This is an optimization exercise on Yosys and OpenROAD, whose aim is small area, not a production implementation. Only simulation tests tie the RTL to the original design; equivalence was not proved. No driver is modelled on the clock port, so clock power and skew are understated where the tree is cut down; a real chip needs a root buffer or a tree. Power is estimated from default activity; no workload was simulated.

## Project10_Pong_Top
module Project10_Pong_Top
  (input  i_Clk,
   input  i_Rst,
   input  i_UART_RX,
   input  i_Switch_1,
   input  i_Switch_2,
   input  i_Switch_3,
   input  i_Switch_4,
   output o_VGA_HSync,
   output o_VGA_VSync,
   output o_VGA_Red_0,
   output o_VGA_Red_1,
   output o_VGA_Red_2,
   output o_VGA_Grn_0,
   output o_VGA_Grn_1,
   output o_VGA_Grn_2,
   output o_VGA_Blu_0,
   output o_VGA_Blu_1,
   output o_VGA_Blu_2);
Size: roughly 660 cells after synthesis, about 150 flip-flops.
Settings: LEC_CHECK=0, CAP_MARGIN=20, CORE_MARGIN=2, CORE_UTILIZATION=60, CTS_BUF_LIST=sky130_fd_sc_hd__clkbuf_8, SLEW_MARGIN=20; clock period 10.0 ns.
standard.sh (not shown) runs the stock make flow with config.mk's settings and CLKGATE_MAP_FILE= SYNTH_SCRIPT=/design/flow/synth_recipe.tcl, a recipe that flattens the netlist after the stock synthesis.
==> flow/flow/run.sh <==
#!/bin/bash
# The standard layout (the standard.sh, standard synthesis unchanged),
# with two changes to how the layout is made:
#  - the ports are buffered with sky130_fd_sc_hd__buf_1;
#  - the clock tree is built by flow/cts.tcl (flow/mycts.tcl) instead of
#    TritonCTS: the clock port drives 3 buffers, which drive 10 leaf
#    buffers, each driving a group of about 15 flip-flops.
# Each tool's full log: ORFS's under orfs/logs/, make's output in
# place.log and finish.log, the clock tree step's in cts.log.
set -euo pipefail
here=$(pwd)
bash standard.sh BUFFER_PORTS_ARGS="-buffer_cell sky130_fd_sc_hd__buf_1" place > place.log 2>&1
RESULTS_DIR=$here/orfs/results/sky130hd/Project10_Pong_Top/base \
CLK_NLEAF=10 CLK_NTOP=3 CLK_LEAF=sky130_fd_sc_hd__clkbuf_8 CLK_TOP=sky130_fd_sc_hd__clkbuf_4 \
  openroad -no_init -exit flow/cts.tcl > cts.log 2>&1
sleep 1
touch orfs/results/sky130hd/Project10_Pong_Top/base/4_cts.odb orfs/results/sky130hd/Project10_Pong_Top/base/4_cts.sdc
bash standard.sh BUFFER_PORTS_ARGS="-buffer_cell sky130_fd_sc_hd__buf_1" finish > finish.log 2>&1
Other scripts of this flow, unchanged in this note and not shown: flow/flow/cts.tcl, flow/flow/mycts.tcl
The first run completed without violations.
Edit:
--- a/flow/design.v
+++ b/flow/design.v
@@ -106,21 +106,21 @@
     r_P2_Y <= {5{~i_Rst}} & (r_P2_Y + {{4{w_P2_Dec}}, w_P2_Dec | w_P2_Inc});
   end
   reg  [2:0] r_SM;
   reg  [3:0] r_P1_Score, r_P2_Score;    
   wire       w_Active = r_SM[0];
   reg [16:0] r_B_Cnt;
   reg  [5:0] r_B_X;
   reg  [4:0] r_B_Y;
   reg        r_B_DX, r_B_DY;
   wire       w_B_Lim = &{r_B_Cnt[16:13], r_B_Cnt[11], r_B_Cnt[6], r_B_Cnt[3]};
-  wire       w_B_Edge = ~|r_B_X | (r_B_X[5] & r_B_X[2] & r_B_X[1] & r_B_X[0]);
+  wire       w_B_Edge = (r_B_X == 6'd0) | (r_B_X == 6'd39);
   wire [4:0] w_Edge_Paddle = r_B_X[5] ? r_P2_Y : r_P1_Y;
   wire       w_Miss = w_B_Edge & ~in_paddle({1'b0, r_B_Y}, w_Edge_Paddle);
   wire       w_Idle = ~|r_SM;
   wire       w_P1_Wins = r_SM[1] & ~r_SM[2];
   wire       w_P2_Wins = r_SM[1] & r_SM[2];
   wire [2:0] w_SM_Next;
   assign w_SM_Next[0] = (w_Idle & w_Rx_DV) | (w_Active & ~w_Miss);
   assign w_SM_Next[1] = (w_Active & w_Miss) | (w_P1_Wins & r_P1_Score[3]) |
                         (w_P2_Wins & r_P2_Score[3]);
   assign w_SM_Next[2] = (w_Active & w_Miss & ~r_B_X[5]) | w_P2_Wins |
The new run completed with no timing, DRC or antenna violations.
Register-to-register slack gains 0.03 ns.
Clock skew is about the same.
Worst setup slack gains 0.033 ns.
Worst hold slack is about the same.
First-iteration DRC count went up by 51%.
Clock power stays flat.
Power is about the same.
Maximum frequency went up by 0.82%.
Synthesized cell count went up by 0.90%.
Design area stays the same.
Sequential power hardly moves.
Utilization went up by 0.27 points.
In every run of this note, the design's own scripts or RTL, not TritonCTS, make the clock network.

[port drivers added, routing unchanged]
The results above use ideal ports. As a check the final layouts listed here were re-extracted and re-timed, cells and wires unchanged. Step 1: set_driving_cell puts a clkbuf_16 on i_Clk and a buf_2 on each other input, an assumption about the parent block. Step 2, shift: input delay + t, output delay - t, t = (earliest + latest rising clock arrival at the registers) / 2. This alone moves slack from input paths to output paths. Slacks: ideal ports / drivers / drivers and shift; pairs: ideal ports / drivers.
| run | t (ns) | slack for setup (ns) | worst setup path at the end | worst data-port slew with drivers (ns) |
|---|---|---|---|---|
| the first run | 0.388 | 6.012 / 6.002 / 6.012 | register to register | 0.03 |
| the second run | 0.387 | 6.044 / 6.023 / 6.044 | register to register | 0.04 |
After both steps every run listed still meets setup and hold.
